Background: an optimization exercise with open tools, aiming at a short achievable clock period and few clock cycles. Do not read the settings as production practice.
At most, simulation tests tie the RTL to the original design; equivalence was not proved.
No functional check of the RTL was part of runs 1 to 3.
Power is estimated from default activity; no workload was simulated.

<file path="flow/config.mk">
export PLATFORM = sky130hd
export DESIGN_NAME = cpu_pipeline
export DESIGN_NICKNAME = cpu_pipeline
export VERILOG_FILES = /design/flow/design.v
export SDC_FILE = /design/flow/constraint.sdc
export NUM_CORES = 8
export LEC_CHECK = 0
export CAP_MARGIN = 40
export CORE_MARGIN = 2
export CORE_UTILIZATION = 40
export CTS_CLUSTER_DIAMETER = 100
export CTS_CLUSTER_SIZE = 20
export PLACE_DENSITY = 0.7
export SETUP_SLACK_MARGIN = 5
export SLEW_MARGIN = 40
</file>
<file path="flow/constraint.sdc">
create_clock -name core_clock -period 13.0 [get_ports {clk}]
set_input_delay 2.6000 -clock core_clock [delete_from_list [all_inputs] [get_ports {clk}]]
set_output_delay 2.6000 -clock core_clock [all_outputs]
set_load 0.01 [all_outputs]
</file>
<file path="flow/design.v">
module ALU (
    input  [31:0] A,
    input  [31:0] B,
    input  [4:0]  sh,
    input  arith,                
    input  sub,                  
    input  op_slt, op_sltu,
    input  op_and, op_or, op_xor, op_nor, op_passb,
    input  op_sll, op_srl, op_sra,
    output [31:0] S
);
wire [31:0] Bx = B ^ {32{sub}};
wire [31:0] p0 = A ^ Bx;
wire [31:0] g0 = A & Bx;
wire [32*6-1:0] G, P;
assign G[31:0] = {g0[31:1], g0[0] | (p0[0] & sub)};
assign P[31:0] = p0;
genvar i, l;
generate
for (l = 0; l < 5; l = l + 1) begin : lv
    for (i = 0; i < 32; i = i + 1) begin : b
        if (i < (1 << l)) begin : pass
            assign G[32*(l+1)+i] = G[32*l+i];
            assign P[32*(l+1)+i] = P[32*l+i];
        end else begin : op
            assign G[32*(l+1)+i] = G[32*l+i] | (P[32*l+i] & G[32*l+i-(1<<l)]);
            assign P[32*(l+1)+i] = P[32*l+i] & P[32*l+i-(1<<l)];
        end
    end
end
endgenerate
wire [31:0] c = G[32*5 +: 32];               
wire [31:0] shl = B << sh;
wire [31:0] shr = B >> sh;
wire [31:0] sra = shr | ({32{B[31]}} & ~(32'hffff_ffff >> sh));
wire [31:0] other = ({32{op_and}}   & (A & B))
                  | ({32{op_or}}    & (A | B))
                  | ({32{op_xor}}   & (A ^ B))
                  | ({32{op_nor}}   & ~(A | B))
                  | ({32{op_passb}} & B)
                  | ({32{op_sll}}   & shl)
                  | ({32{op_srl}}   & shr)
                  | ({32{op_sra}}   & sra);
wire [31:1] s0 = ({31{arith}} &  p0[31:1]) | other[31:1];    
wire [31:1] s1 = ({31{arith}} & ~p0[31:1]) | other[31:1];    
assign S[31:1] = (s0 & ~c[30:0]) | (s1 & c[30:0]);
wire base0 = (arith & (p0[0] ^ sub)) | other[0];
wire t0 = base0 | (op_slt & (p0[31] | A[31]))  | (op_sltu & ~g0[31]);               
wire t1 = base0 | (op_slt & ~p0[31] & A[31])   | (op_sltu & ~g0[31] & ~p0[31]);    
assign S[0] = c[30] ? t1 : t0;
endmodule
module KSAdd #(parameter W = 30) (
    input  [W-1:0] a,
    input  [W-1:0] b,
    input          cin,
    output [W-1:0] s
);
wire [W-1:0] p0 = a ^ b;
wire [W-1:0] g0 = a & b;
localparam L = (W <= 1) ? 1 : (W <= 2) ? 1 : (W <= 4) ? 2 : (W <= 8) ? 3 : (W <= 16) ? 4 : (W <= 32) ? 5 : 6;
wire [W*(L+1)-1:0] G, P;
assign G[W-1:0] = {g0[W-1:1], g0[0] | (p0[0] & cin)};
assign P[W-1:0] = p0;
genvar i, l;
generate
for (l = 0; l < L; l = l + 1) begin : lv
    for (i = 0; i < W; i = i + 1) begin : b
        if (i < (1 << l)) begin : pass
            assign G[W*(l+1)+i] = G[W*l+i];
            assign P[W*(l+1)+i] = P[W*l+i];
        end else begin : op
            assign G[W*(l+1)+i] = G[W*l+i] | (P[W*l+i] & G[W*l+i-(1<<l)]);
            assign P[W*(l+1)+i] = P[W*l+i] & P[W*l+i-(1<<l)];
        end
    end
end
endgenerate
wire [W-1:0] c = G[W*L +: W];                
assign s = p0 ^ {c[W-2:0], cin};
endmodule
module ALUControl (
    input  [31:0] ir,
    output op_add, op_sub, op_slt, op_sltu,
    output op_and, op_or, op_xor, op_nor, op_passb,
    output op_sll, op_srl, op_sra
);
wire [5:0] op = ir[31:26];
wire [5:0] fn = ir[5:0];
wire is_r = (op == 6'h00);
assign op_add   = (is_r & (fn == 6'h20 | fn == 6'h21)) | op == 6'h08 | op == 6'h09 |
                  op == 6'h23 | op == 6'h2b;
assign op_sub   = is_r & (fn == 6'h22 | fn == 6'h23);
assign op_slt   = (is_r & fn == 6'h2a) | op == 6'h0a;
assign op_sltu  = (is_r & fn == 6'h2b) | op == 6'h0b;
assign op_and   = (is_r & fn == 6'h24) | op == 6'h0c;
assign op_or    = is_r & fn == 6'h25;
assign op_xor   = is_r & fn == 6'h26;
assign op_nor   = is_r & fn == 6'h27;
assign op_passb = op == 6'h0f | op == 6'h03 | (is_r & fn == 6'h09);
assign op_sll   = is_r & fn == 6'h00;
assign op_srl   = is_r & fn == 6'h02;
assign op_sra   = is_r & fn == 6'h03;
endmodule
module Control (
    input  [31:0] ir,
    output        uses_rs,       
    output        uses_rt,       
    output        b_rt,          
    output        b_sext,        
    output        b_zext,        
    output        b_lui,         
    output        b_pc4,         
    output        writes,        
    output [4:0]  dst,           
    output        is_lw,
    output        is_sw,
    output        is_beq,
    output        is_bne,
    output        is_blez,
    output        is_bgtz,
    output        is_bgez,
    output        is_br,         
    output        is_j,          
    output        is_jr,         
    output        is_jalr,       
    output        is_call,       
    output        is_ctl         
);
wire [5:0] op = ir[31:26];
wire [5:0] fn = ir[5:0];
wire [4:0] rt = ir[20:16];
wire [4:0] rd = ir[15:11];
wire is_r    = (op == 6'h00);
wire r_alu   = is_r & (fn == 6'h20 | fn == 6'h21 | fn == 6'h22 | fn == 6'h23 |
                       fn == 6'h24 | fn == 6'h25 | fn == 6'h26 | fn == 6'h27 |
                       fn == 6'h2a | fn == 6'h2b);
wire r_sh    = is_r & (fn == 6'h00 | fn == 6'h02 | fn == 6'h03);
assign is_jr   = is_r & (fn == 6'h08);
assign is_jalr = is_r & (fn == 6'h09);
wire i_sext  = (op == 6'h08) | (op == 6'h09) | (op == 6'h0a) | (op == 6'h0b);
wire i_andi  = (op == 6'h0c);
wire i_lui   = (op == 6'h0f);
assign is_lw   = (op == 6'h23);
assign is_sw   = (op == 6'h2b);
assign is_beq  = (op == 6'h04);
assign is_bne  = (op == 6'h05);
assign is_blez = (op == 6'h06);
assign is_bgtz = (op == 6'h07);
assign is_bgez = (op == 6'h01);
assign is_br   = is_beq | is_bne | is_blez | is_bgtz | is_bgez;
wire   is_jal  = (op == 6'h03);
assign is_j    = (op == 6'h02) | is_jal;
assign is_call = is_jal | is_jalr;
assign is_ctl  = is_br | is_j | is_jr | is_jalr;
assign uses_rs = r_alu | is_jr | is_jalr | i_sext | i_andi | is_lw | is_sw | is_br;
assign uses_rt = r_alu | r_sh | is_sw | is_beq | is_bne;
assign b_rt   = r_alu | r_sh | is_beq | is_bne;
assign b_sext = i_sext | is_lw | is_sw;
assign b_zext = i_andi;
assign b_lui  = i_lui;
assign b_pc4  = is_call;
assign writes = r_alu | r_sh | is_jalr | i_sext | i_andi | i_lui | is_lw | is_jal;
assign dst    = is_jal ? 5'd31 : (is_r ? rd : rt);
endmodule
module RegisterFile (
    input         clk,
    input         rst_n,
    input         we,
    input  [4:0]  wa,
    input  [31:0] wd,
    input  [31:0] ra1,           
    input  [31:0] ra2,           
    output [31:0] rd1,
    output [31:0] rd2
);
reg  [31:0] rf [1:31];
wire [31:0] q1 [0:31];
wire [31:0] q2 [0:31];
assign q1[0] = 32'd0;
assign q2[0] = 32'd0;
genvar i;
generate
for (i = 1; i < 32; i = i + 1) begin : g
    assign q1[i] = q1[i-1] | (rf[i] & {32{ra1[i]}});
    assign q2[i] = q2[i-1] | (rf[i] & {32{ra2[i]}});
    always @(posedge clk or negedge rst_n) begin
        if (~rst_n)
            rf[i] <= 32'd0;
        else if (we && wa == i)
            rf[i] <= wd;
    end
end
endgenerate
assign rd1 = q1[31];
assign rd2 = q2[31];
endmodule
module IF_BTB #(parameter N = 16, parameter TW = 12) (
    input clk,
    input rst_n,
    input  [TW-1:0] f_tag,
    output [N-1:0]  hit,         
    output          pt,          
    output          plx,         
    output [TW-1:0] ptgt,        
    input           upd,
    input           u_taken,
    input  [TW-1:0] u_tag,
    input  [TW-1:0] u_tgt,
    input           l_upd,       
    input  [N-1:0]  l_hit,       
    input           l_taken
);
reg  [N-1:0]  v;
reg  [N-1:0]  tv;                
reg  [TW-1:0] tag  [0:N-1];
reg  [TW-1:0] tgt  [0:N-1];
reg  [1:0]    ctr  [0:N-1];
reg  [3:0]    cnt  [0:N-1];      
reg  [3:0]    trip [0:N-1];
reg  [3:0]    rr;              
wire [N-1:0] hitnz, hitlx, um;
wire [TW-1:0] tsel [0:N];
assign tsel[0] = {TW{1'b0}};
wire alloc_any = upd & u_taken & ~(|um);
genvar i;
generate
for (i = 0; i < N; i = i + 1) begin : g
    wire [3:0] cnt1 = (cnt[i] == 4'd15) ? 4'd15 : cnt[i] + 4'd1;
    wire lx_now = tv[i] & (cnt[i] == trip[i]);
    wire lx_t   = tv[i] & (cnt1 == trip[i]);      
    wire lx_nt  = (cnt[i] == 4'd0);               
    wire pend   = l_upd & l_hit[i];
    wire lx     = pend ? (l_taken ? lx_t : lx_nt) : lx_now;
    assign hit[i]    = v[i] & (tag[i] == f_tag);
    assign hitnz[i]  = hit[i] & (|ctr[i]) & ~lx;
    assign hitlx[i]  = hit[i] & (|ctr[i]) & lx;
    assign um[i]     = v[i] & (tag[i] == u_tag);
    assign tsel[i+1] = tsel[i] | ({TW{hit[i]}} & tgt[i]);
    wire alloc = alloc_any & (rr == i);
    always @(posedge clk) begin
        if (alloc) begin
            tag[i]   <= u_tag;
            tgt[i]   <= u_tgt;
            ctr[i]   <= 2'd2;
        end else if (upd & um[i]) begin
            if (u_taken) begin
                tgt[i]   <= u_tgt;
                if (ctr[i] != 2'd3) ctr[i] <= ctr[i] + 2'd1;
            end else begin
                if (ctr[i] != 2'd0) ctr[i] <= ctr[i] - 2'd1;
            end
        end
    end
    always @(posedge clk) begin
        if (alloc) begin
            cnt[i] <= 4'd1;
        end else if (l_upd & l_hit[i]) begin
            if (l_taken) begin
                cnt[i] <= cnt1;
            end else begin
                trip[i] <= cnt[i];
                cnt[i]  <= 4'd0;
            end
        end
    end
    always @(posedge clk or negedge rst_n) begin
        if (~rst_n) begin
            tv[i] <= 1'b0;
        end else if (alloc) begin
            tv[i] <= 1'b0;
        end else if (l_upd & l_hit[i] & ~l_taken) begin
            tv[i] <= 1'b1;
        end
    end
end
endgenerate
assign pt   = |hitnz;
assign plx  = |hitlx;
assign ptgt = tsel[N];
always @(posedge clk or negedge rst_n) begin
    if (~rst_n) begin
        v  <= {N{1'b0}};
        rr <= 0;
    end else if (alloc_any) begin
        v[rr] <= 1'b1;
        rr    <= rr + 1'b1;
    end
end
endmodule
module IDForward (
    input  [4:0] r,
    input        e_rw,
    input  [4:0] e_dst,
    output       sel_em
);
assign sel_em = e_rw & (e_dst == r);
endmodule
module BranchCond (
    input  [31:0] m,             
    input  [31:0] ra,            
    input  [31:0] rb,            
    input  [31:0] pnpc,          
    input  a_m,                  
    input  b_m,                  
    input  is_beq, is_bne, is_blez, is_bgtz, is_bgez,
    output taken,
    output jr_ne                 
);
wire eq_mr = (m == rb);
wire eq_rm = (ra == m);
wire eq_rr = (ra == rb);
wire eq = a_m ? (b_m | eq_mr) : (b_m ? eq_rm : eq_rr);
wire zero = a_m ? (m == 32'd0) : (ra == 32'd0);
wire neg  = a_m ? m[31] : ra[31];
assign jr_ne = a_m ? (m != pnpc) : (ra != pnpc);
assign taken = (is_beq  & eq)
             | (is_bne  & ~eq)
             | (is_blez & (neg | zero))
             | (is_bgtz & ~neg & ~zero)
             | (is_bgez & ~neg);
endmodule
module MEM (
    input         is_lw,
    input  [31:0] alu_res,
    input  [31:0] rdata,
    output [31:0] res
);
assign res = is_lw ? rdata : alu_res;
endmodule
module cpu_pipeline (
    input clk,           
    input rst_n,         
    output [31:0] imem_addr,     
    input  [31:0] imem_rdata,    
    output [31:0] dmem_addr,     
    output [31:0] dmem_wdata,    
    output        dmem_we,       
    input  [31:0] dmem_rdata     
);
reg  [31:0] pc;
reg         d_valid;
reg  [31:0] d_ir, d_pc4, d_pnpc;
reg  [11:0] d_tag;
reg  [15:0] d_hit;
reg  [31:0] d_rs_oh, d_rt_oh;    
reg         d_pt, d_lx;
reg         d_stall;             
reg         d_redb, d_rednc;     
reg  [31:0] e_a, e_b, e_sd, e_pc4, e_bt, e_pnpc;
reg  [4:0]  e_sh, e_dst;
reg  [11:0] e_tag;
reg  [15:0] e_hit;
reg         e_rw, e_lw, e_sw, e_br, e_jr, e_jalr;
reg         e_kill;              
reg         e_beq, e_bne, e_blez, e_bgtz, e_bgez;
reg         e_pt, e_ptok;
reg         e_a_m, e_a_r, e_b_m, e_b_r, e_s_m, e_s_r;
reg         e_ac_m, e_bc_m;      
reg         e_add, e_sub, e_slt, e_sltu, e_and, e_or, e_xor, e_nor, e_passb;
reg         e_sll, e_srl, e_sra;
reg  [31:0] m_res, m_sd;
reg         m_we, m_rw, m_lw;
reg  [4:0]  m_dst;
reg  [31:0] w_res;
reg         w_rw;
reg  [4:0]  w_dst;
reg  [31:0] pci, ma;
reg  [31:0] ra;
reg         u_upd, u_taken;
reg         l_upd, l_taken;
reg  [15:0] l_hit;
reg  [11:0] u_tag, u_tgt;
wire        taken, jr_ne;
wire        e_rwv   = e_rw   & ~e_kill;
wire        e_lwv   = e_lw   & ~e_kill;
wire        e_swv   = e_sw   & ~e_kill;
wire        e_brv   = e_br   & ~e_kill;
wire        e_jrxv  = (e_jr | e_jalr) & ~e_kill;
wire        e_jalrv = e_jalr & ~e_kill;
wire [31:0] pcx = pci;
wire [31:0] f_pc4 = {pcx[31], pcx[30:0] + 31'd4};
wire        f_pt, f_plx;
wire [15:0] f_hit;
wire [11:0] f_ptgt;
IF_BTB #(.N(16), .TW(12)) BTB (
    .clk    (clk),
    .rst_n  (rst_n),
    .f_tag  (pcx[13:2]),
    .hit    (f_hit),
    .pt     (f_pt),
    .plx    (f_plx),
    .ptgt   (f_ptgt),
    .upd    (u_upd),
    .u_taken(u_taken),
    .u_tag  (u_tag),
    .u_tgt  (u_tgt),
    .l_upd  (l_upd),
    .l_hit  (l_hit),
    .l_taken(l_taken)
);
wire        d_call;
wire [31:0] ras   = (d_valid & d_call) ? d_pc4 : ra;
wire        f_j   = (imem_rdata[31:27] == 5'b00001);
wire        f_jr  = (imem_rdata[31:26] == 6'h00) & (imem_rdata[5:0] == 6'h08);
wire [31:0] f_jt  = {f_pc4[31:28], imem_rdata[25:0], 2'b00};
wire        f_sel_j  = f_j;
wire        f_sel_jr = ~f_j & f_jr;
wire        f_sel_bt = ~f_j & ~f_jr & f_pt;
wire        f_sel_p4 = ~f_j & ~f_jr & ~f_pt;
wire [31:0] f_btgt   = {pcx[31:14], f_ptgt, 2'b00};
wire [31:0] f_npc = ({32{f_sel_j}}  & f_jt)   | ({32{f_sel_jr}} & ras) |
                    ({32{f_sel_bt}} & f_btgt) | ({32{f_sel_p4}} & f_pc4);
wire        f_ptk = f_j | f_jr | f_pt;
assign imem_addr = {~pc[31], pc[30:0]};
wire f_uses_rs, f_uses_rt, f_br, f_ctl;
Control C0 (
    .ir     (imem_rdata),
    .uses_rs(f_uses_rs),
    .uses_rt(f_uses_rt),
    .b_rt   (), .b_sext (), .b_zext (), .b_lui  (), .b_pc4  (), .writes (), .dst    (),
    .is_lw  (), .is_sw  (), .is_beq (), .is_bne (), .is_blez(), .is_bgtz(), .is_bgez(),
    .is_br  (f_br),
    .is_j   (), .is_jr  (), .is_jalr(), .is_call(),
    .is_ctl (f_ctl)
);
wire [31:0] f_rs_oh = 32'd1 << imem_rdata[25:21];
wire [31:0] f_rt_oh = 32'd1 << imem_rdata[20:16];
wire [4:0]  d_rs  = d_ir[25:21];
wire [4:0]  d_rt  = d_ir[20:16];
wire [15:0] d_imm = d_ir[15:0];
wire d_uses_rs, d_uses_rt, d_b_rt, d_b_sext, d_b_zext, d_b_lui, d_b_pc4, d_writes;
wire [4:0] d_dst;
wire d_lw, d_sw, d_beq, d_bne, d_blez, d_bgtz, d_bgez, d_br, d_j, d_jr, d_jalr, d_ctl;
Control C1 (
    .ir     (d_ir),
    .uses_rs(d_uses_rs),
    .uses_rt(d_uses_rt),
    .b_rt   (d_b_rt),
    .b_sext (d_b_sext),
    .b_zext (d_b_zext),
    .b_lui  (d_b_lui),
    .b_pc4  (d_b_pc4),
    .writes (d_writes),
    .dst    (d_dst),
    .is_lw  (d_lw),
    .is_sw  (d_sw),
    .is_beq (d_beq),
    .is_bne (d_bne),
    .is_blez(d_blez),
    .is_bgtz(d_bgtz),
    .is_bgez(d_bgez),
    .is_br  (d_br),
    .is_j   (d_j),
    .is_jr  (d_jr),
    .is_jalr(d_jalr),
    .is_call(d_call),
    .is_ctl (d_ctl)
);
wire d_add, d_sub, d_slt, d_sltu, d_and, d_or, d_xor, d_nor, d_passb, d_sll, d_srl, d_sra;
ALUControl AC1 (
    .ir      (d_ir),
    .op_add  (d_add),
    .op_sub  (d_sub),
    .op_slt  (d_slt),
    .op_sltu (d_sltu),
    .op_and  (d_and),
    .op_or   (d_or),
    .op_xor  (d_xor),
    .op_nor  (d_nor),
    .op_passb(d_passb),
    .op_sll  (d_sll),
    .op_srl  (d_srl),
    .op_sra  (d_sra)
);
wire [31:0] rf_rs, rf_rt;
RegisterFile RF (
    .clk  (clk),
    .rst_n(rst_n),
    .we   (w_rw),
    .wa   (w_dst),
    .wd   (w_res),
    .ra1  (d_rs_oh),
    .ra2  (d_rt_oh),
    .rd1  (rf_rs),
    .rd2  (rf_rt)
);
wire [31:0] m_out;
wire d_rs_m = m_rw && m_dst == d_rs;
wire d_rt_m = m_rw && m_dst == d_rt;
wire d_rs_w = w_rw && w_dst == d_rs;
wire d_rt_w = w_rw && w_dst == d_rt;
wire [31:0] d_rsv = d_rs_m ? m_out : d_rs_w ? w_res : rf_rs;
wire [31:0] d_rtv = d_rt_m ? m_out : d_rt_w ? w_res : rf_rt;
wire d_rw = d_writes & (d_dst != 5'd0);
wire stall = d_valid & d_stall;
wire [31:2] d_bts;
KSAdd #(.W(30)) BTA (
    .a  (d_pc4[31:2]),
    .b  ({{14{d_imm[15]}}, d_imm}),
    .cin(1'b0),
    .s  (d_bts)
);
wire [31:0] d_bt = {d_bts, d_pc4[1:0]};
wire [31:0] d_off = {{14{d_imm[15]}}, d_imm, 2'b00};
wire red_b  = d_redb;                             
wire d_red  = d_valid & (d_redb | d_rednc);       
wire [31:0] d_rtgt = red_b ? d_bt : d_pc4;
wire a_em, b_em;
IDForward FA (.r(d_rs), .e_rw(e_rwv), .e_dst(e_dst), .sel_em(a_em));
IDForward FB (.r(d_rt), .e_rw(e_rwv), .e_dst(e_dst), .sel_em(b_em));
wire [31:0] d_bval = d_b_rt   ? d_rtv :
                     d_b_sext ? {{16{d_imm[15]}}, d_imm} :
                     d_b_zext ? {16'd0, d_imm} :
                     d_b_lui  ? {d_imm, 16'd0} :
                                d_pc4;
wire [31:0] A  = ({32{e_a_m}} & m_res) | ({32{e_a_r}} & e_a);
wire [31:0] B  = ({32{e_b_m}} & m_res) | ({32{e_b_r}} & e_b);
wire [31:0] SD = ({32{e_s_m}} & m_res) | ({32{e_s_r}} & e_sd);
wire [31:0] e_res;
ALU A1 (
    .A(A), .B(B), .sh(e_sh),
    .arith(e_add), .sub(e_sub), .op_slt(e_slt), .op_sltu(e_sltu),
    .op_and(e_and), .op_or(e_or), .op_xor(e_xor), .op_nor(e_nor), .op_passb(e_passb),
    .op_sll(e_sll), .op_srl(e_srl), .op_sra(e_sra),
    .S(e_res)
);
BranchCond BC (
    .m(m_res), .ra(e_a), .rb(e_b), .pnpc(e_pnpc),
    .a_m(e_ac_m), .b_m(e_bc_m),
    .is_beq(e_beq), .is_bne(e_bne), .is_blez(e_blez), .is_bgtz(e_bgtz), .is_bgez(e_bgez),
    .taken(taken), .jr_ne(jr_ne)
);
wire mis_br  = e_brv & (taken ? ~e_ptok : e_pt);   
wire mis_jr  = e_jrxv & jr_ne;                      
wire e_mis   = mis_br | mis_jr;    
MEM MEM1 (.is_lw(m_lw), .alu_res(m_res), .rdata(dmem_rdata), .res(m_out));
assign dmem_addr  = ma;
assign dmem_wdata = m_sd;
assign dmem_we    = m_we;
wire d_go = d_valid & ~stall;             
wire        e_sel_a  = mis_jr;
wire        e_sel_bt = e_brv & taken & ~e_ptok;
wire        e_sel_p4 = e_brv & ~taken & e_pt;
wire        e_keep   = ~(e_sel_a | e_sel_bt | e_sel_p4);
wire        d_sel_f  = ~stall & ~d_red;
wire [31:0] pc_next = ({32{e_sel_a}}  & A) | ({32{e_sel_bt}} & e_bt) | ({32{e_sel_p4}} & e_pc4) |
                      ({32{e_keep & stall}}             & pcx)    |
                      ({32{e_keep & ~stall & d_red}}    & d_rtgt) |
                      ({32{e_keep & d_sel_f & f_sel_j}}  & f_jt)   |
                      ({32{e_keep & d_sel_f & f_sel_jr}} & ras)    |
                      ({32{e_keep & d_sel_f & f_sel_bt}} & f_btgt) |
                      ({32{e_keep & d_sel_f & f_sel_p4}} & f_pc4);
wire [31:0] pc_next_i = ({32{e_sel_a}}  & A) | ({32{e_sel_bt}} & e_bt) | ({32{e_sel_p4}} & e_pc4) |
                        ({32{e_keep}} & (d_red ? d_rtgt : f_npc));
always @(posedge clk or negedge rst_n) begin
    if (~rst_n) begin
        pc      <= 32'h0000_0000;
        pci     <= 32'h8000_0000;
        d_valid <= 1'b0;
    end else begin
        pc      <= {~pc_next[31], pc_next[30:0]};
        if (~stall)
            pci <= pc_next_i;
        d_valid <= ~e_mis & (stall | ~d_red);
    end
end
always @(posedge clk or negedge rst_n) begin
    if (~rst_n) begin
        d_stall <= 1'b0;
    end else begin
        d_stall <= d_go & d_lw & d_rw &
                   ((f_uses_rs & (imem_rdata[25:21] == d_dst)) |
                    (f_uses_rt & (imem_rdata[20:16] == d_dst)));
    end
end
always @(posedge clk) begin
    if (~stall) begin
        d_redb  <= f_br & ~f_ptk & ~f_plx & imem_rdata[15];
        d_rednc <= f_ptk & ~f_ctl;
        d_ir   <= imem_rdata;
        d_rs_oh <= f_rs_oh;
        d_rt_oh <= f_rt_oh;
        d_tag  <= pcx[13:2];
        d_pc4  <= f_pc4;
        d_pnpc <= f_npc;
        d_pt   <= f_ptk;
        d_lx   <= f_plx;
        d_hit  <= f_hit;
    end
end
always @(posedge clk or negedge rst_n) begin
    if (~rst_n) begin
        ra <= 32'd0;
    end else if (d_valid & d_call) begin
        ra <= d_pc4;
    end
end
always @(posedge clk or negedge rst_n) begin
    if (~rst_n) begin
        e_rw <= 1'b0; e_lw <= 1'b0; e_sw <= 1'b0;
        e_br <= 1'b0; e_jr <= 1'b0; e_jalr <= 1'b0;
        e_kill <= 1'b0;
    end else begin
        e_rw    <= d_go & d_rw;
        e_lw    <= d_go & d_lw & d_rw;
        e_sw    <= d_go & d_sw;
        e_br    <= d_go & d_br;
        e_jr    <= d_go & d_jr;
        e_jalr  <= d_go & d_jalr;
        e_kill  <= e_mis;
    end
end
always @(posedge clk) begin
    e_a    <= d_rsv;
    e_b    <= d_bval;
    e_sd   <= d_rtv;
    e_sh   <= d_ir[10:6];
    e_dst  <= d_dst;
    e_pc4  <= d_pc4;
    e_bt   <= d_bt;
    e_pnpc <= d_red ? d_rtgt : d_pnpc;
    e_pt   <= d_pt | red_b;
    e_ptok <= red_b | (d_pt & ((d_pc4 ^ d_off ^ d_pnpc) ==
                               {((d_pc4[30:0] & d_off[30:0]) | ((d_pc4[30:0] | d_off[30:0]) & ~d_pnpc[30:0])), 1'b0}));
    e_tag  <= d_tag;
    e_hit  <= d_hit;
    e_beq  <= d_beq; e_bne <= d_bne; e_blez <= d_blez; e_bgtz <= d_bgtz; e_bgez <= d_bgez;
    e_a_m  <= a_em;
    e_ac_m <= a_em & (d_br | d_jr | d_jalr);
    e_bc_m <= b_em & d_br;
    e_a_r  <= ~a_em;
    e_b_m  <= b_em & d_b_rt;
    e_b_r  <= ~(b_em & d_b_rt);
    e_s_m  <= b_em;
    e_s_r  <= ~b_em;
    e_add <= d_add | d_sub; e_sub <= d_sub | d_slt | d_sltu; e_slt <= d_slt; e_sltu <= d_sltu;
    e_and <= d_and; e_or <= d_or; e_xor <= d_xor; e_nor <= d_nor; e_passb <= d_passb;
    e_sll <= d_sll; e_srl <= d_srl; e_sra <= d_sra;
end
always @(posedge clk or negedge rst_n) begin
    if (~rst_n) begin
        u_upd <= 1'b0;
        l_upd <= 1'b0;
    end else begin
        u_upd <= e_brv | e_jalrv;
        l_upd <= e_brv;
    end
end
always @(posedge clk) begin
    u_taken <= ~e_br | taken;
    l_taken <= taken;
    l_hit   <= e_hit;
    u_tgt   <= e_jalr ? A[13:2] : e_bt[13:2];
    u_tag   <= e_tag;
end
always @(posedge clk or negedge rst_n) begin
    if (~rst_n) begin
        m_we <= 1'b0;
        m_rw <= 1'b0;
    end else begin
        m_we <= e_swv;
        m_rw <= e_rwv;
    end
end
always @(posedge clk or negedge rst_n) begin
    if (~rst_n) begin
        ma <= 32'd0;
    end else begin
        ma <= e_res;
    end
end
always @(posedge clk) begin
    m_res <= e_res;
    m_sd  <= SD;
    m_lw  <= e_lwv;
    m_dst <= e_dst;
end
always @(posedge clk or negedge rst_n) begin
    if (~rst_n) begin
        w_rw <= 1'b0;
    end else begin
        w_rw <= m_rw;
    end
end
always @(posedge clk) begin
    w_res <= m_out;
    w_dst <= m_dst;
end
endmodule
</file>
<file path="flow/flow/run.sh">
#!/bin/bash
# Layout flow: the standard flow (standard.sh: ORFS with the standard
# synthesis), with two changes to how the layout is made; the constraints
# (constraint.sdc) are unchanged:
#  - timing repair aims at a larger setup slack margin, so that it works
#    towards the period the design can reach rather than the design's 13 ns;
#  - after global placement, flow/outbuf.tcl moves each output port's buffer
#    next to the register that feeds it (detailed placement legalizes it).
# Each tool's log is in orfs/logs/; make's own output is in flow_make.log.
set -euo pipefail
MARGIN=${MARGIN:-9}
sed -e "s|SETUP_SLACK_MARGIN=[-0-9.]*|SETUP_SLACK_MARGIN=$MARGIN POST_GLOBAL_PLACE_TCL=$PWD/flow/outbuf.tcl|" standard.sh > standard_margin.sh
grep -q "SETUP_SLACK_MARGIN=$MARGIN" standard_margin.sh
bash standard_margin.sh finish > flow_make.log 2>&1
</file>
<file path="flow/flow/outbuf.tcl">
# Move the buffer of each output port, and any inverter or buffer between
# it and the register that feeds it, next to that register, so that the
# buffer, not the register, drives the wire to the pin. Detailed placement
# legalizes the moved cells afterwards.
proc outbuf_driver {inst} {
  foreach it [$inst getITerms] {
    if {[$it isInputSignal] && [$it getNet] != "NULL"} {
      foreach jt [[$it getNet] getITerms] {
        if {[$jt isOutputSignal]} { return [$jt getInst] }
      }
    }
  }
  return ""
}
proc outbuf_is_single {inst} {
  set n 0
  foreach it [$inst getITerms] {
    if {[$it isInputSignal] && [$it getNet] != "NULL"} { incr n }
  }
  set m [[$inst getMaster] getName]
  return [expr {$n == 1 && [regexp {__(inv|buf|clkbuf|clkinv)_} $m]}]
}
set block [ord::get_db_block]
set moved 0
foreach bterm [$block getBTerms] {
  if {[$bterm getIoType] != "OUTPUT"} { continue }
  set net [$bterm getNet]
  if {$net == "NULL"} { continue }
  set buf ""
  foreach it [$net getITerms] {
    if {[$it isOutputSignal]} { set buf [$it getInst] }
  }
  if {$buf == ""} { continue }
  set chain [list $buf]
  set src [outbuf_driver $buf]
  while {$src != "" && [outbuf_is_single $src] && [llength $chain] < 4} {
    lappend chain $src
    set src [outbuf_driver $src]
  }
  if {$src == ""} { continue }
  set loc [$src getLocation]
  foreach c $chain {
    $c setLocation [lindex $loc 0] [lindex $loc 1]
    incr moved
  }
}
puts "outbuf: moved $moved cells next to the registers that drive the outputs"
</file>
<file path="flow/standard.sh">
#!/bin/bash
# synth_recipe.tcl (not shown) runs the flow's synth.tcl, then flattens the netlist and writes it again
# the make line also repeats each setting of config.mk as NAME=value (left out here)
make -C /OpenROAD-flow-scripts/flow DESIGN_CONFIG=/design/flow/config.mk WORK_HOME=/design/flow/orfs CLKGATE_MAP_FILE= SYNTH_SCRIPT=/design/flow/synth_recipe.tcl "${@:-finish}"
</file>
==> metrics.md, run 1 <==
| Metric | Value |
|---|---|
| Result of the run | `finished clean` |
| Number of fill cells in the layout | `between 20k and 30k` |
| Vias in the first global route | `93.7k` |
| Critical path endpoint category | `flip-flop` |
| Critical path data arrival time | `4.85 ns` |
| Initial antenna violation count | `40` |
| Min cycle time layout | `approximately 4.1 ns` |
| Routed vias/inst | `6.93` |
| Global routing usage summed across all routing layers | `approximately a third` |
| Combinational power share | `between 20 and 30%` |
| CTS Buf Count | `~150` |
| Ratio of final minimum period to clock period | `31.7%` |
| Int Pwr | `~12 mW` |
| Yosys warning count | `9` |
| Final max-slew violation count | `0` |
| Top-count cell post-synth | `dfrtp_1` |
| Count of non-filler cells in the finished layout | `between 10k and 15k` |
| Post-Synthesis Mean Instance Area | `between 10 and 15 um^2` |
| DIE HEIGHT | `542 um` |
| I/O pin cnt | `163` |
| Combined flip-flop and latch cell area | `58500 um^2` |
| Clock skew | `0.122 ns` |
| Pin count of the biggest net entering global routing | `between 150 and 200` |
| Net count of the mapped netlist | `around 11k` |
| Delay of the slowest critical-path stage | `0.30 ns` |
| Cells after DPL | `approximately 14k` |
| Final hold viol count | `0` |
| Length in cells of the worst reg-to-reg path | `12` |
| First-pass GRT wire length | `702 mm` |
| Synth area leaders | `dfrtp_1 (25%), edfxtp_1 (17%), mux2_2 (9.9%), dfxtp_1 (8.6%), xnor2_1 (4.6%)` |
| Initial core utilization | `40.2%` |
| Critical Path Start Type | `primary input` |
| P_sw | `between 6 and 7 mW` |
| Area share of the leading cell type in the synthesized netlist | `25.3%` |
| Power Density | `between 150 and 200 nW/um^2` |
| Gate Count Post-Synth | `about 10k` |
| Most frequent cells after synthesis | `dfrtp_1 (1169), mux2_2 (1021), edfxtp_1 (637)` |
| Reg power frac | `47.8%` |
| Clock network fraction of total power | `24.8%` |
| Setup TNS | `0 ns` |
| Count of unique library cells instantiated by Yosys | `102` |
| Fin worst setup slack | `8.88 ns` |
| Launch point of the worst hold path | `e_tag[9]` |
| Setup repair after global routing missed its margin | `yes` |
| DRT Pass-1 Iters | `15` |
| Horizontal die dimension | `about 540 um` |
| Clock sinks | `2307` |
| Relative slew slack | `between 20% and 30%` |
| CTS root buf | `clkbuf_16` |
| Cell Area, Synth | `116000 um^2` |
| Post-DP HPWL | `313 mm` |
| Leftover overflow at the end of global routing | `0` |
| Hold-critical path depth | `0` |
| Portion of the post-synthesis area used by sequential elements | `roughly half` |
| Layout overhead on the synthesized area | `10.8%` |
| Clock tree from TritonCTS | `yes` |
| Worst-path cell chain | `buf_8 -> nor4_4 -> nor4b_4 -> nand3_2 -> nor3_4 -> buf_12 -> nor2_4 -> buf_12 -> a31oi_4 -> nor3_4 -> buf_12 -> buf_16 -> a211o_1` |
| Core Area | `288000 um^2` |
| Final net count | `10.5k` |
| Crit Path Max Fanout | `5` |
| Cell with the largest stage delay on the worst path | `nor4b_4` |
| Crit Path Class | `in -> reg` |
| Critical path buffer and inverter count | `5` |
| Routed wire per std cell | `35.8 um` |
| Number of H-tree branching levels | `4` |
| Insertion delay of the later-clocked pin in the worst-skew pair | `approximately 0.9 ns` |
| Dominant cell type by area after synthesis | `dfrtp_1` |
| Most common cell on crit path | `buf_12` |
| R2R Path End | `pc[4]` |
| Number of maximum-capacitance violations | `0` |
| Via total after detailed routing | `97.5k` |
| Worst min-delay path category | `reg -> reg` |
| Area used by multi-input combinational logic | `54100 um^2` |
| Standard cell area after detailed placement | `122000 um^2` |
| Sw Ratio | `35.5%` |
| Buffers on Ports | `162` |
| Worst slack after detailed placement | `roughly 6.6 ns` |
| Number of rows created at floorplan | `197` |
| End point of the worst hold path | `u_tag[9]` |
| Number of routed nets with antenna violations | `0` |
| Slew of the pin with the lowest slew margin | `around 1.1 ns` |
| Launch point of the worst reg-to-reg path | `pci[13]` |
| Count of flip-flops with a built-in enable after synthesis | `637` |
| Total power after layout | `about 19 mW` |
| Static Leakage | `~53 nW` |
| Synthesis-stage register bit count | `roughly 2.3k` |
| Floorplan die area | `294000 um^2` |
| Final cell area excluding filler cells | `~130000 um^2` |
| Number of buffers on the longest clock path | `4` |
| Required arrival time at the worst endpoint | `13.73 ns` |
| Iter 0 DRT Violations | `16.3k` |
| Highest Clock Rate | `243 MHz` |
| Count of final setup violators | `0` |
| Final wirelength | `approximately 500 mm` |
| Register-to-Register Setup Slack | `about 9 ns` |
| Fraction of synthesis flops using an asynchronous set or reset pin | `~51%` |
| Total DRC errors in the routed layout | `0` |
| Layout cell share with drive strength beyond 1 | `20.2%` |
| Primary FF master, synth | `dfrtp_1` |
| Clock transition time at the flip-flop clock pins of the worst setup and hold paths | `0.09 ns` |
| Largest vdd supply drop | `120 uV` |
| Family with the most delay on the worst path | `simple AND/OR/NAND/NOR gates` |
## cell type report
type	instances	area share, %
repair inverters	1	0.00390
repair buffers	566	4.21
diodes	26	0.0507
well taps	3781	3.69
inverters	288	0.887
flip-flops and latches	2307	45.6
clock inverters	17	0.148
multi-input cells	6851	42.2
clock buffers	231	3.16
## metal layers
| layer | share of wire [%] | GRT usage, % |
|---|---|---|
| met5 | 0.054 | 0.378 |
| met2 | 41 | 46.7 |
| met3 | 14 | 12.1 |
| met1 | 35 | 40.9 |
| met4 | 9.7 | 24.8 |
## power by group through the flow
stage          registers (mW)  clock network (mW)  logic, mW
6_report                 9.23                4.80       5.29
5_1_grt                  9.29                5.05       5.56
4_1_cts                  9.23                4.78       4.93
3_5_place_dp             9.39                   0       4.79
3_3_place_gp             9.41                   0       4.66
2_1_floorplan            8.86                   0       3.32
## state kept, by name (all words and copies together), names as in the netlist, 32 cells and up
signal / count
ma: 32
e_bt: 32
BTB.tag: 192
ra: 32
BTB.ctr: 32
e_b: 32
m_res: 32
pc: 32
d_ir: 32
d_pc4: 32
d_pnpc: 32
BTB.trip: 64
e_pnpc: 32
BTB.cnt: 64
m_sd: 32
w_res: 32
e_sd: 32
BTB.tgt: 192
RF.rf: 992
e_a: 32
pci: 32
## placed cells by master, fill, tap and decap left out, drive strengths merged, types with 50 or more instances in the layout
cell	synthesis	routed
xnor2	607	607
buf	232	499
a221oi	338	338
a31oi	107	107
nor4	93	93
o211ai	100	100
nand2b	80	80
o21ai	294	294
a22oi	450	450
a21oi	334	334
inv	285	280
mux2	1027	1027
dfrtp	1169	1169
xor2	162	162
a222oi	64	64
clkdlybuf4s50	0	50
nand4	267	267
and3	68	68
nor2	446	448
nor3	165	165
edfxtp	637	637
ha	195	195
nand3	245	245
dfxtp	500	500
a22o	388	388
clkbuf	599	237
nand2	476	477
mux2i	200	200
## worst max path at each step
stage	slack (ns)	depth (start not counted)	from	to
finish	8.88	13	imem_rdata[28]	pc[20]
floorplan	8.35	9	imem_rdata[31]	pci[22]
detailed placement	6.58	13	imem_rdata[31]	pc[30]
CTS	8.89	13	imem_rdata[28]	pc[30]
global route	8.82	13	imem_rdata[28]	pc[20]
global placement	6.59	8	imem_rdata[27]	d_redb
## metrics by stage
stage / utilization (%) / hold WS, ns
final: 44.6 / 0.319
after global routing: 44.5 / 0.328
after CTS: 44.1 / 0.316
after detailed placement: 42.3 / 0.312
after global placement: 42.1 / 0.311
after floorplan: - / 0.310
## logic make-up (layout without fill, tap and decap cells)
| family | count (synthesis) | count (layout) | synth area share (%) |
|---|---|---|---|
| other cells | 0 | 26 | 0 |
| simple gates | 2056 | 2059 | 8.87 |
| compound gates | 2566 | 2566 | 16.5 |
| mux | 1232 | 1232 | 11.8 |
| fa+ha+maj | 225 | 225 | 2.63 |
| xor+xnor | 769 | 769 | 5.82 |
| buf+inv | 1119 | 1103 | 3.90 |
| flops | 2307 | 2307 | 50.5 |
## what timing repair did
action,CTS,global route
setup endpoints to repair,504,384
cloned,8,3
hold buffers,0,0
pin swaps,53,34
setup buffers,45,58
gates resized for setup,640,128
==> inputs of run 2 (changes only) <==
--- a/flow/flow/run.sh
+++ b/flow/flow/run.sh
@@ -8,7 +8,7 @@
 #    next to the register that feeds it (detailed placement legalizes it).
 # Each tool's log is in orfs/logs/; make's own output is in flow_make.log.
 set -euo pipefail
-MARGIN=${MARGIN:-9}
+MARGIN=${MARGIN:-8.8}
 sed -e "s|SETUP_SLACK_MARGIN=[-0-9.]*|SETUP_SLACK_MARGIN=$MARGIN POST_GLOBAL_PLACE_TCL=$PWD/flow/outbuf.tcl|" standard.sh > standard_margin.sh
 grep -q "SETUP_SLACK_MARGIN=$MARGIN" standard_margin.sh
 bash standard_margin.sh finish > flow_make.log 2>&1
--- a/flow/config.mk
+++ b/flow/config.mk
@@ -10,6 +10,6 @@
 export CORE_UTILIZATION = 40
 export CTS_CLUSTER_DIAMETER = 100
 export CTS_CLUSTER_SIZE = 20
-export PLACE_DENSITY = 0.7
+export PLACE_DENSITY = 0.6
 export SETUP_SLACK_MARGIN = 5
 export SLEW_MARGIN = 40
==> metrics.md, run 2 <==
| Metric | Value |
|---|---|
| Portion of the post-synthesis area used by sequential elements | `50.5% (unchanged)` |
| Launch point of the worst reg-to-reg path | `m_res[24]` |
| Net count of the mapped netlist | `10.6k (unchanged)` |
| Global routing usage summed across all routing layers | `33.9% (+0.91 points)` |
| Synthesis-stage register bit count | `2307 (unchanged)` |
| Leading cell type in the layout, fill and taps excluded | `dfrtp_1` |
| Final net count | `10.4k (-0.48%)` |
| Delay of the slowest critical-path stage | `0.73 ns (+0.43 ns)` |
| Result of the run | `finished clean` |
| Portion of netlist area occupied by mux cells | `11.8% (unchanged)` |
| Reg power frac | `47.8% (about the same)` |
| Simple logic cell fraction of the synthesized area | `8.87% (unchanged)` |
| Clock transition time at the flip-flop clock pins of the worst setup and hold paths | `0.09 ns (about the same)` |
| Routed wire per std cell | `36.8 um (+2.8%)` |
| Ratio of final minimum period to clock period | `32.4% (+0.69 points)` |
| Final hold viol count | `0 (unchanged)` |
| Final core occ | `44.3% (-0.28 points)` |
| Primary FF master, synth | `dfrtp_1` |
| Sw Ratio | `35.7% (+0.22 points)` |
| Synth area leaders | `dfrtp_1 (25%), edfxtp_1 (17%), mux2_2 (9.9%), dfxtp_1 (8.6%), xnor2_1 (4.6%)` |
| Number of maximum-capacitance violations | `0 (unchanged)` |
| Flip-flop count of the largest register after layout | `992 (unchanged)` |
| Clock tree from TritonCTS | `yes` |
| Largest register by flop count | `RF.rf` |
| Int Pwr | `12.3 mW (-0.90%)` |
| Post-DP HPWL | `326 mm (+4.1%)` |
| Fraction of synthesis flops using an asynchronous set or reset pin | `50.7% (unchanged)` |
| Setup TNS | `0 ns (unchanged)` |
| Initial antenna violation count | `30 (-25%)` |
| Cell Area, Synth | `116000 um^2 (unchanged)` |
| Pin count of the biggest net entering global routing | `119 (-28%)` |
| Share of the synthesized netlist area taken by xor and xnor gates | `5.82% (unchanged)` |
| DIE HEIGHT | `542 um (unchanged)` |
| Final wirelength | `517 mm (+2.5%)` |
| P_sw | `6.87 mW (about the same)` |
| Length in cells of the worst reg-to-reg path | `13 (+1)` |
| Leftover overflow at the end of global routing | `0 (unchanged)` |
| DRT Pass-1 Iters | `8 (-7)` |
| Hold-critical path depth | `0 (unchanged)` |
| Min cycle time layout | `4.21 ns (+0.0900 ns)` |
| Yosys warning count | `9 (unchanged)` |
| Count of final setup violators | `0 (unchanged)` |
| Number of routed nets with antenna violations | `0 (unchanged)` |
| Dominant cell type by area after synthesis | `dfrtp_1` |
| Number of H-tree branching levels | `4 (unchanged)` |
| Highest Clock Rate | `238 MHz (-2.1%)` |
| Floorplan die area | `294000 um^2 (unchanged)` |
| Top library cells by usage in the layout, fill and taps aside | `dfrtp_1 (1166), mux2_2 (1021), edfxtp_1 (637)` |
| CTS root buf | `clkbuf_16` |
| Area share of the leading cell type in the synthesized netlist | `25.3% (unchanged)` |
| Gate Count Post-Synth | `10.3k (unchanged)` |
| Most common cell on crit path | `nor2_4` |
| Crit Path Max Fanout | `34 (+29)` |
| Launch point of the worst hold path | `e_tag[2]` |
| Crit Path Class | `reg -> reg` |
| Main combinational cell family by area after synthesis | `compound AO/OA/AOI/OAI gates` |
| Layout cell share with drive strength beyond 1 | `18.5% (-1.7 points)` |
| Combinational power share | `27.0% (-0.4 points)` |
| Slew of the pin with the lowest slew margin | `1.04 ns (-0.0572 ns)` |
| Layout overhead on the synthesized area | `10.1%` |
| Routed vias/inst | `6.82 (-1.6%)` |
| Count of flip-flops with a built-in enable after synthesis | `637 (unchanged)` |
| Post-Synthesis Mean Instance Area | `11.3 um^2 (unchanged)` |
| Power Density | `151 nW/um^2 (about the same)` |
| Clock skew | `0.133 ns (+0.0113 ns)` |
| Buffers on Ports | `162 (unchanged)` |
| Critical path data arrival time | `4.97 ns (+0.12 ns)` |
| Initial core utilization | `40.2% (unchanged)` |
| Insertion delay of the later-clocked pin in the worst-skew pair | `0.92 ns (+0.04 ns)` |
| Worst min-delay path category | `reg -> reg` |
| Critical Path Start Type | `flip-flop` |
| Clock sinks | `2307 (unchanged)` |
| Adder and majority cell fraction of the synthesized area | `2.63% (unchanged)` |
| Vias in the first global route | `91.6k (-2.2%)` |
| Horizontal die dimension | `542 um (unchanged)` |
| Top-count cell post-synth | `dfrtp_1` |
| I/O pin cnt | `163 (unchanged)` |
| Cell with the largest stage delay on the worst path | `dfxtp_1` |
| Critical path buffer and inverter count | `3 (-2)` |
| Family with the most delay on the worst path | `simple AND/OR/NAND/NOR gates` |
| Core Area | `288000 um^2 (unchanged)` |
| Setup repair after global routing missed its margin | `yes` |
| Number of rows created at floorplan | `197 (unchanged)` |
| Worst-path cell chain | `mux2i_1 -> xnor2_1 -> nor4_1 -> nand4_1 -> or3_1 -> a21boi_4 -> o21a_1 -> clkbuf_8 -> nor2_4 -> inv_2 -> nor2_4 -> buf_12 -> a221o_1` |
| Static Leakage | `52.8 nW (-0.26%)` |
| R2R Path End | `pc[4]` |
| Final max-slew violation count | `0 (unchanged)` |
| Clock network fraction of total power | `25.1% (+0.3 points)` |
| Post-synthesis compound-gate area fraction | `16.5% (unchanged)` |
| Required arrival time at the worst endpoint | `13.76 ns (+0.03 ns)` |
| Critical path endpoint category | `flip-flop` |
| End point of the worst hold path | `u_tag[2]` |
| Relative slew slack | `30.7% (+3.8 points)` |
| First-pass GRT wire length | `713 mm (+1.6%)` |
| Via total after detailed routing | `95.7k (-1.9%)` |
| Iter 0 DRT Violations | `14.1k (-13%)` |
| Count of unique library cells instantiated by Yosys | `102 (unchanged)` |
| Hold bufs inserted after CTS | `0 (unchanged)` |
| Most frequent cells after synthesis | `dfrtp_1 (1169), mux2_2 (1021), edfxtp_1 (637)` |
| Regs by FF count | `RF.rf x992, BTB.tag x192, BTB.tgt x192` |
| CTS Buf Count | `141 (-2.8%)` |
| Largest vdd supply drop | `138 uV (+15%)` |
| Number of buffers on the longest clock path | `4 (unchanged)` |
| Total DRC errors in the routed layout | `0 (unchanged)` |
| Register-to-Register Setup Slack | `8.79 ns (-0.18 ns)` |
## run 2: cell count changes in the layout (fill, tap and decap cells not counted), sizes merged, moves of 8 or more
cell	delta
buf	-141
clkinvlp	-14
dlygate4sd2	+84
inv	+14
diode	+8
clkbuf	+10
## run 2: power by group through the flow
stage,combinational [mW],sequential [mW],clock [mW]
6_report,5.19,9.19,4.83
5_1_grt,5.48,9.23,5.10
3_3_place_gp,4.85,9.33,0
2_1_floorplan,3.32,8.86,0
3_5_place_dp,4.99,9.29,0
4_1_cts,5.00,9.14,4.84
## run 2: cells by family after synthesis
logic type                 after synthesis
buffers and inverters                 1119
and+or+nand+nor                       2056
DFF                                   2307
AOI/OAI and AO/OA                     2566
adders and majority gates              225
xor gates and xnor gates               769
muxes                                 1232
## run 2: repair_timing
item / 4_1_cts / 5_1_grt
endpoints found under the setup margin: 318 / 203
setup buffers: 24 / 14
gates cloned: 3 / 2
pin swaps: 11 / 22
gates resized for setup: 227 / 117
## run 2: through the flow
step / cells / worst slack, ns / instance area [um^2] / power [mW] / hold slack [ns]
floorplan: 10274 / 8.35 / 116000 / 12.2 / 0.310
global placement: 13675 / 6.55 / 121000 / 14.2 / 0.311
detailed placement: 13695 / 6.34 / 122000 / 14.3 / 0.314
CTS: 13974 / 8.78 / 127000 / 19.0 / 0.328
global route: 14003 / 8.75 / 127000 / 19.8 / 0.332
finish: 14034 / 8.79 / 127000 / 19.2 / 0.326
## run 2: layout make-up
type	instances	area, um^2
repair buffers	523	4970
multi-input cells	6849	53800
clock inverters	18	259
well taps	3781	4730
clock buffers	234	3980
fillers	26553	160000
diodes	34	85.1
flip-flops and latches	2307	58500
inverters	288	1090
## run 2: how the worst max path moves through the flow
stage,from,endpoint,depth (start not counted)
2_1_floorplan,imem_rdata[31],pci[22],9
3_3_place_gp,imem_rdata[31],pc[30],12
3_5_place_dp,imem_rdata[31],pc[30],13
4_1_cts,imem_rdata[28],pc[30],13
5_1_grt,imem_rdata[31],pc[28],12
6_report,m_res[24],pc[4],13
## run 2: routing by layer
metal	GRT usage, %	vias to the layer above	routed length [um]
met5	0.148	-	254
met4	23.0	24	42400
met3	12.1	1967	67400
met2	48.4	7218	213000
met1	42.8	48169	193000
li1	-	38332	-
==> inputs of run 3 (changes only) <==
--- a/flow/design.v
+++ b/flow/design.v
@@ -340,6 +340,7 @@
 reg  [31:0] pc;
 reg         d_valid;
 reg  [31:0] d_ir, d_pc4, d_pnpc;
+reg  [31:18] d_hi_p1, d_hi_m1;   
 reg  [11:0] d_tag;
 reg  [15:0] d_hit;
 reg  [31:0] d_rs_oh, d_rt_oh;    
@@ -493,14 +494,17 @@
 wire [31:0] d_rtv = d_rt_m ? m_out : d_rt_w ? w_res : rf_rt;
 wire d_rw = d_writes & (d_dst != 5'd0);
 wire stall = d_valid & d_stall;
-wire [31:2] d_bts;
-KSAdd #(.W(30)) BTA (
-    .a  (d_pc4[31:2]),
-    .b  ({{14{d_imm[15]}}, d_imm}),
+wire [17:2] d_btl;
+wire        d_btc;
+KSAdd #(.W(17)) BTA (
+    .a  ({1'b0, d_pc4[17:2]}),
+    .b  ({1'b0, d_imm}),
     .cin(1'b0),
-    .s  (d_bts)
+    .s  ({d_btc, d_btl})
 );
-wire [31:0] d_bt = {d_bts, d_pc4[1:0]};
+wire [31:18] d_bth = d_imm[15] ? (d_btc ? d_pc4[31:18] : d_hi_m1) :
+                                 (d_btc ? d_hi_p1 : d_pc4[31:18]);
+wire [31:0] d_bt = {d_bth, d_btl, d_pc4[1:0]};
 wire [31:0] d_off = {{14{d_imm[15]}}, d_imm, 2'b00};
 wire red_b  = d_redb;                             
 wire d_red  = d_valid & (d_redb | d_rednc);       
@@ -582,6 +586,8 @@
         d_rt_oh <= f_rt_oh;
         d_tag  <= pcx[13:2];
         d_pc4  <= f_pc4;
+        d_hi_p1 <= f_pc4[31:18] + 14'd1;
+        d_hi_m1 <= f_pc4[31:18] - 14'd1;
         d_pnpc <= f_npc;
         d_pt   <= f_ptk;
         d_lx   <= f_plx;
@@ -618,7 +624,7 @@
     e_dst  <= d_dst;
     e_pc4  <= d_pc4;
     e_bt   <= d_bt;
-    e_pnpc <= d_red ? d_rtgt : d_pnpc;
+    e_pnpc <= d_pnpc;       
     e_pt   <= d_pt | red_b;
     e_ptok <= red_b | (d_pt & ((d_pc4 ^ d_off ^ d_pnpc) ==
                                {((d_pc4[30:0] & d_off[30:0]) | ((d_pc4[30:0] | d_off[30:0]) & ~d_pnpc[30:0])), 1'b0}));
--- a/flow/flow/run.sh
+++ b/flow/flow/run.sh
@@ -8,7 +8,7 @@
 #    next to the register that feeds it (detailed placement legalizes it).
 # Each tool's log is in orfs/logs/; make's own output is in flow_make.log.
 set -euo pipefail
-MARGIN=${MARGIN:-8.8}
+MARGIN=${MARGIN:-9}
 sed -e "s|SETUP_SLACK_MARGIN=[-0-9.]*|SETUP_SLACK_MARGIN=$MARGIN POST_GLOBAL_PLACE_TCL=$PWD/flow/outbuf.tcl|" standard.sh > standard_margin.sh
 grep -q "SETUP_SLACK_MARGIN=$MARGIN" standard_margin.sh
 bash standard_margin.sh finish > flow_make.log 2>&1
==> metrics.md, run 3 <==
| Metric | Value |
|---|---|
| Result of the run | `finished clean` |
| Pin count of the biggest net entering global routing | `157 (+32%)` |
| Crit Path Class | `in -> reg` |
| Synthesis-stage register bit count | `2334 (+1.2%)` |
| Critical path buffer and inverter count | `4 (+1)` |
| Post-Synthesis Mean Instance Area | `11.3 um^2 (+0.53%)` |
| Net count of the mapped netlist | `10.5k (-0.17%)` |
| Worst min-delay path category | `reg -> reg` |
| Count of final setup violators | `0 (unchanged)` |
| Number of rows created at floorplan | `198 (+0.51%)` |
| Delay of the slowest critical-path stage | `0.34 ns (-0.39 ns)` |
| Final net count | `10.5k (+0.67%)` |
| Horizontal die dimension | `544 um (+0.29%)` |
| Leading cell type in the layout, fill and taps excluded | `dfrtp_1` |
| DRT Pass-1 Iters | `10 (+2)` |
| Layout cell share with drive strength beyond 1 | `21.6% (+3.0 points)` |
| Layout overhead on the synthesized area | `11.7%` |
| Final hold viol count | `0 (unchanged)` |
| Crit Path Max Fanout | `5 (-85%)` |
| Global routing usage summed across all routing layers | `34.0% (+0.056 points)` |
| Clock skew | `0.109 ns (-0.0246 ns)` |
| Largest register by flop count | `RF.rf` |
| Dominant cell type by area after synthesis | `dfrtp_1` |
| Routed vias/inst | `6.76 (-0.87%)` |
| Final max-slew violation count | `0 (unchanged)` |
| Critical path endpoint category | `flip-flop` |
| Synth area leaders | `dfrtp_1 (25%), edfxtp_1 (17%), mux2_2 (10%), dfxtp_1 (8.6%), xnor2_1 (4.7%)` |
| Initial antenna violation count | `37 (+23%)` |
| Clock sinks | `2334 (+1.2%)` |
| Number of maximum-capacitance violations | `0 (unchanged)` |
| Top library cells by usage in the layout, fill and taps aside | `dfrtp_1 (1164), mux2_2 (1053), edfxtp_1 (664)` |
| Leftover overflow at the end of global routing | `0 (unchanged)` |
| Worst-path cell chain | `buf_12 -> nor4_4 -> nor4b_4 -> nand4_1 -> buf_4 -> nor2_4 -> buf_12 -> nor2_4 -> buf_6 -> nand4_1 -> mux2i_1 -> or3_1 -> a22o_1 -> a211o_1` |
| Floorplan die area | `295000 um^2 (+0.57%)` |
| GR Util met3 | `12.5% (+0.41 points)` |
| Hold bufs inserted after CTS | `0 (unchanged)` |
| Met2 usage in global routing | `47.9% (-0.47 points)` |
| DIE HEIGHT | `544 um (+0.29%)` |
| Iter 0 DRT Violations | `14.6k (+3.6%)` |
| Insertion delay of the later-clocked pin in the worst-skew pair | `0.91 ns (about the same)` |
| Critical Path Start Type | `primary input` |
| Area share of the leading cell type in the synthesized netlist | `25.1% (-0.14 points)` |
| Via total after detailed routing | `96.1k (+0.43%)` |
| Portion of the post-synthesis area used by sequential elements | `50.9% (+0.41 points)` |
| Most Crowded Layer GR | `met2` |
| Count of flip-flops with a built-in enable after synthesis | `664 (+4.2%)` |
| Total DRC errors in the routed layout | `0 (unchanged)` |
| CTS Buf Count | `147 (+4.3%)` |
| Flip-flop count of the largest register after layout | `992 (unchanged)` |
| Critical path data arrival time | `5.01 ns (+0.04 ns)` |
| Required arrival time at the worst endpoint | `13.74 ns (-0.02 ns)` |
| Power Density | `147 nW/um^2 (-2.4%)` |
| Core Area | `290000 um^2 (+0.85%)` |
| Final cell area excluding filler cells | `130000 um^2 (+2.1%)` |
| Highest Clock Rate | `234 MHz (-1.4%)` |
| Number of H-tree branching levels | `4 (unchanged)` |
| Ratio of final minimum period to clock period | `32.8% (+0.45 points)` |
| Clock transition time at the flip-flop clock pins of the worst setup and hold paths | `0.09 ns (about the same)` |
| Vias in the first global route | `92.5k (+1.0%)` |
| Count of unique library cells instantiated by Yosys | `94 (-7.8%)` |
| Fraction of synthesis flops using an asynchronous set or reset pin | `50.1% (-0.59 points)` |
| I/O pin cnt | `163 (unchanged)` |
| Buffers on Ports | `162 (unchanged)` |
| Post-DP HPWL | `322 mm (-1.1%)` |
| Initial core utilization | `40.1% (-0.11 points)` |
| Slew of the pin with the lowest slew margin | `1.09 ns (+0.0494 ns)` |
| Min cycle time layout | `4.27 ns (+0.0587 ns)` |
| Met1 GRT Util | `44.0% (+1.1 points)` |
| Family with the most delay on the worst path | `simple AND/OR/NAND/NOR gates` |
| Number of routed nets with antenna violations | `0 (unchanged)` |
| Relative slew slack | `27.4% (-3.3 points)` |
| Final wirelength | `519 mm (+0.43%)` |
| Routed wire per std cell | `36.5 um (-0.86%)` |
| Number of buffers on the longest clock path | `4 (unchanged)` |
| CTS root buf | `clkbuf_16` |
| First-pass GRT wire length | `718 mm (+0.59%)` |
| Largest vdd supply drop | `102 uV (-26%)` |
| Cell with the largest stage delay on the worst path | `or3_1` |
| Primary FF master, synth | `dfrtp_1` |
| Standard cell area after detailed placement | `123000 um^2 (+0.56%)` |
| Setup repair after global routing missed its margin | `yes` |
| Final core occ | `44.8% (+0.54 points)` |
| Yosys warning count | `9 (unchanged)` |
| Static Leakage | `53.6 nW (+1.6%)` |
| Regs by FF count | `RF.rf x992, BTB.tag x192, BTB.tgt x192` |
| Gate Count Post-Synth | `10.3k (+0.049%)` |
| Most frequent cells after synthesis | `dfrtp_1 (1169), mux2_2 (1053), edfxtp_1 (664)` |
| Clock tree from TritonCTS | `yes` |
| Cell Area, Synth | `116000 um^2 (+0.58%)` |
| Setup TNS | `0 ns (unchanged)` |
| Top-count cell post-synth | `dfrtp_1` |
run 3: cell types whose count changed after synthesis, sizes merged, moves of 24 or more:
cell | before | now
mux2 | 1027 | 1054
buf | 232 | 208
and2 | 23 | 54
clkbuf | 599 | 634
a21oi | 334 | 290
edfxtp | 637 | 664
nand2 | 476 | 505
nor2 | 446 | 420
run 3: final timing paths:
check | from | end | slack, ns | depth (start not counted)
worst min-delay path | e_tag[1] | u_tag[1] | 0.33 | 0
max in group asynchronous | rst_n | l_upd | 9.30 | 5
min in group asynchronous | rst_n | RF.rf[18][16] | 1.60 | 1
worst min register to register | e_tag[1] | u_tag[1] | 0.33 | 0
worst max register to register | pci[4] | d_hi_m1[31] | 8.84 | 12
worst max-delay path | imem_rdata[29] | pci[15] | 8.73 | 14
run 3: power by group:
part | total [mW] | internal [mW] | switching (mW) | leakage, nW
sequential | 9.26 | 8.40 | 0.861 | 27.0
clock | 4.83 | 2.18 | 2.66 | 2.02
combinational | 5.06 | 1.90 | 3.15 | 24.6
run 3: cell type report:
type / instances / area (um^2)
multi-input combinational: 6817 / 54400
fill: 26753 / 160000
sequential: 2334 / 59400
timing repair buffer: 616 / 6090
tap: 3900 / 4880
inverter: 287 / 1130
clock buffer: 224 / 4030
clock inverter: 12 / 158
antenna: 27 / 67.6
run 3: logic make-up (layout without fill, tap and decap cells):
kind of cell             after synthesis  count (layout)  share of synthesized area [%]
AND/OR/NAND/NOR                     2073            2074                           8.94
AO/OA/AOI/OAI                       2497            2497                           16.0
flip-flops                          2334            2334                           50.9
adder cells (fa/ha/maj)              203             203                           2.37
other                                  0              27                              0
buffers and inverters               1129            1139                           3.90
XOR/XNOR                             771             771                           5.80
multiplexers                        1272            1272                           12.1
run 3: per-stage QoR:
step / cells / hold WS [ns] / power, mW / setup slack, ns
global placement: 13786 / 0.310 / 13.8 / 6.88
CTS: 14117 / 0.329 / 18.8 / 8.83
finish: 14217 / 0.328 / 19.1 / 8.73
global route: 14194 / 0.335 / 19.8 / 8.66
detailed placement: 13800 / 0.312 / 13.9 / 6.80
floorplan: 10279 / 0.310 / 11.9 / 8.17
run 3: repair_timing:
item / CTS / global route
pin swaps: 56 / 75
endpoints found under the setup margin: 578 / 422
resized for setup: 726 / 205
buffers inserted: 73 / 60
cloned: 8 / 5
run 3: worst register-to-register path, delay by kind of cell (launching register included):
family | cells | cell delay (ns)
AND/OR/NAND/NOR | 7 | 2.34
flip-flops | 1 | 0.38
buffers and inverters | 3 | 0.72
XOR/XNOR | 2 | 0.49
run 3: metal layers:
layer,up-vias,share of wire [%],routed length [um]
met2,7327,41,211000
met4,26,7.8,40600
met1,48339,38,195000
li1,38428,-,-
met3,1998,14,71700
met5,-,0.042,216
==> inputs of run 4 (changes only) <==
--- a/flow/design.v
+++ b/flow/design.v
@@ -340,7 +340,6 @@
 reg  [31:0] pc;
 reg         d_valid;
 reg  [31:0] d_ir, d_pc4, d_pnpc;
-reg  [31:18] d_hi_p1, d_hi_m1;   
 reg  [11:0] d_tag;
 reg  [15:0] d_hit;
 reg  [31:0] d_rs_oh, d_rt_oh;    
@@ -402,7 +401,7 @@
 wire        d_call;
 wire [31:0] ras   = (d_valid & d_call) ? d_pc4 : ra;
 wire        f_j   = (imem_rdata[31:27] == 5'b00001);
-wire        f_jr  = (imem_rdata[31:26] == 6'h00) & (imem_rdata[5:0] == 6'h08);
+wire        f_jr  = (imem_rdata[31:26] == 6'h00) & ~imem_rdata[5] & imem_rdata[3] & ~imem_rdata[0];
 wire [31:0] f_jt  = {f_pc4[31:28], imem_rdata[25:0], 2'b00};
 wire        f_sel_j  = f_j;
 wire        f_sel_jr = ~f_j & f_jr;
@@ -502,6 +501,8 @@
     .cin(1'b0),
     .s  ({d_btc, d_btl})
 );
+wire [31:18] d_hi_p1 = d_pc4[31:18] + 14'd1;
+wire [31:18] d_hi_m1 = d_pc4[31:18] - 14'd1;
 wire [31:18] d_bth = d_imm[15] ? (d_btc ? d_pc4[31:18] : d_hi_m1) :
                                  (d_btc ? d_hi_p1 : d_pc4[31:18]);
 wire [31:0] d_bt = {d_bth, d_btl, d_pc4[1:0]};
@@ -586,8 +587,6 @@
         d_rt_oh <= f_rt_oh;
         d_tag  <= pcx[13:2];
         d_pc4  <= f_pc4;
-        d_hi_p1 <= f_pc4[31:18] + 14'd1;
-        d_hi_m1 <= f_pc4[31:18] - 14'd1;
         d_pnpc <= f_npc;
         d_pt   <= f_ptk;
         d_lx   <= f_plx;
==> metrics.md, run 4 <==
| Metric | Value |
|---|---|
| CTS root buf | `clkbuf_16` |
| Critical Path Start Type | `flip-flop` |
| Count of flip-flops with a built-in enable after synthesis | `637 (-4.1%)` |
| Length in cells of the worst reg-to-reg path | `7 (-5)` |
| Cell with the largest stage delay on the worst path | `dfrtp_1` |
| Launch point of the worst hold path | `e_tag[11]` |
| Min cycle time layout | `4.03 ns (-0.235 ns)` |
| Insertion delay of the later-clocked pin in the worst-skew pair | `0.93 ns (+0.02 ns)` |
| Top-count cell post-synth | `dfrtp_1` |
| Number of fill cells in the layout | `26.7k (-0.32%)` |
| Slew of the pin with the lowest slew margin | `1.06 ns (-0.0287 ns)` |
| Fraction of synthesis flops using an asynchronous set or reset pin | `50.7% (+0.59 points)` |
| Buffers on Ports | `162 (unchanged)` |
| Post-Synthesis Mean Instance Area | `11.2 um^2 (-0.75%)` |
| Initial antenna violation count | `36 (-2.7%)` |
| Critical path depth in cells | `1 (-13)` |
| Most frequent cells after synthesis | `dfrtp_1 (1169), mux2_2 (1032), edfxtp_1 (637)` |
| Clock tree from TritonCTS | `yes` |
| Routed wire per std cell | `36.7 um (+0.58%)` |
| Area share of the leading cell type in the synthesized netlist | `25.3% (+0.14 points)` |
| Number of buffers on the longest clock path | `4 (unchanged)` |
| Count of unique library cells instantiated by Yosys | `103 (+9.6%)` |
| Largest register by flop count | `RF.rf` |
| Required arrival time at the worst endpoint | `10.40 ns (-3.34 ns)` |
| Launch point of the worst reg-to-reg path | `e_sh[1]` |
| Result of the run | `finished clean` |
| CTS Buf Count | `139 (-5.4%)` |
| Number of routed nets with antenna violations | `0 (unchanged)` |
| Clock transition time at the flip-flop clock pins of the worst setup and hold paths | `0.10 ns (about the same)` |
| First-pass GRT wire length | `713 mm (-0.64%)` |
| Relative slew slack | `29.3% (+1.9 points)` |
| Final net count | `10.4k (-0.63%)` |
| Fin worst setup slack | `8.97 ns (+0.235 ns)` |
| Layout overhead on the synthesized area | `10.1%` |
## run 4: layout make-up
| type | count | area [um^2] | area share, % |
|---|---|---|---|
| well taps | 3781 | 4730 | 3.71 |
| clock inverters | 16 | 173 | 0.135 |
| flip-flops and latches | 2307 | 58500 | 45.9 |
| repair buffers | 539 | 4870 | 3.82 |
| diodes | 23 | 57.6 | 0.0451 |
| multi-input cells | 6878 | 54200 | 42.5 |
| inverters | 273 | 1050 | 0.821 |
| clock buffers | 222 | 3850 | 3.02 |
## run 4: per-layer routing
| layer | share of wire (%) | up-vias | global-route usage (%) |
|---|---|---|---|
| li1 | - | 38326 | - |
| met4 | 7.9 | 22 | 22.0 |
| met1 | 38 | 48262 | 43.6 |
| met2 | 41 | 7472 | 48.5 |
| met5 | 0.036 | - | 0.115 |
| met3 | 13 | 1923 | 11.1 |
## run 4: repair_timing
action                                  CTS  global route
cloned                                    3             1
hold buffers                              0             0
pin swaps                                16            17
setup buffers                            39            36
endpoints found under the setup margin  456           185
gates resized for setup                 585           130
## run 4: worst max path at each step
stage	to	slack, ns	from
after floorplan	pc[12]	8.66	imem_rdata[31]
after global placement	pc[27]	6.69	imem_rdata[31]
after detailed placement	pc[27]	6.63	imem_rdata[29]
after CTS	imem_addr[11]	8.94	pc[11]
after global routing	pc[22]	8.92	d_pc4[2]
final	imem_addr[12]	8.97	pc[12]
## run 4: through the flow
stage	instance area, um^2	hold slack (ns)	instances	utilization [%]
2_1_floorplan	116000	0.310	10301	-
3_3_place_gp	121000	0.310	13680	42.2
3_5_place_dp	122000	0.313	13691	42.3
4_1_cts	126000	0.277	13971	43.9
5_1_grt	127000	0.285	14019	44.2
6_report	128000	0.283	14039	44.3
## run 4: kinds of logic (layout without fill, tap and decap cells)
kind of cell               count (synthesis)  after routing  share of synthesized area (%)
buffers and inverters                   1120           1050                           3.91
AOI/OAI and AO/OA                       2479           2479                           15.8
adders and majority gates                201            201                           2.37
other                                      0             23                              0
and+or+nand+nor                         2139           2143                           9.35
xor gates and xnor gates                 769            769                           5.82
muxes                                   1286           1286                           12.3
DFF                                     2307           2307                           50.4
## run 4: power breakdown
group | total (mW) | internal [mW] | switching, mW
Sequential | 9.04 | 8.22 | 0.817
Combinational | 4.46 | 1.62 | 2.84
Clock | 4.68 | 2.07 | 2.61
Total | 18.2 | 11.9 | 6.27
Testbench counts of run 4, summed over its fixed seeds: cycles 254,461.

[separate check: timing with driven ports]
How much do the figures lean on ideal ports? The routed layouts below were timed once more, with nothing changed but the port constraints. Step 1, drivers: a clkbuf_16 drives clk and a buf_2 each remaining input, both assumed. Step 2 times the ports against the registers' clock, not the clock port: input delays grow and output delays shrink by t, the midpoint of the rising clock arrivals with the driver on. Three values: ideal, step 1, step 2; two values: the first two.
run | shift t [ns] | slack for setup (ns)
run 1 | 0.926 | 8.881 / 8.884 / 8.013
run 2 | 0.949 | 8.791 / 8.735 / 7.941
run 3 | 0.944 | 8.732 / 8.784 / 7.840
run 4 | 0.961 | 8.967 / 8.865 / 8.120
After both steps setup and hold are still met in every run listed.
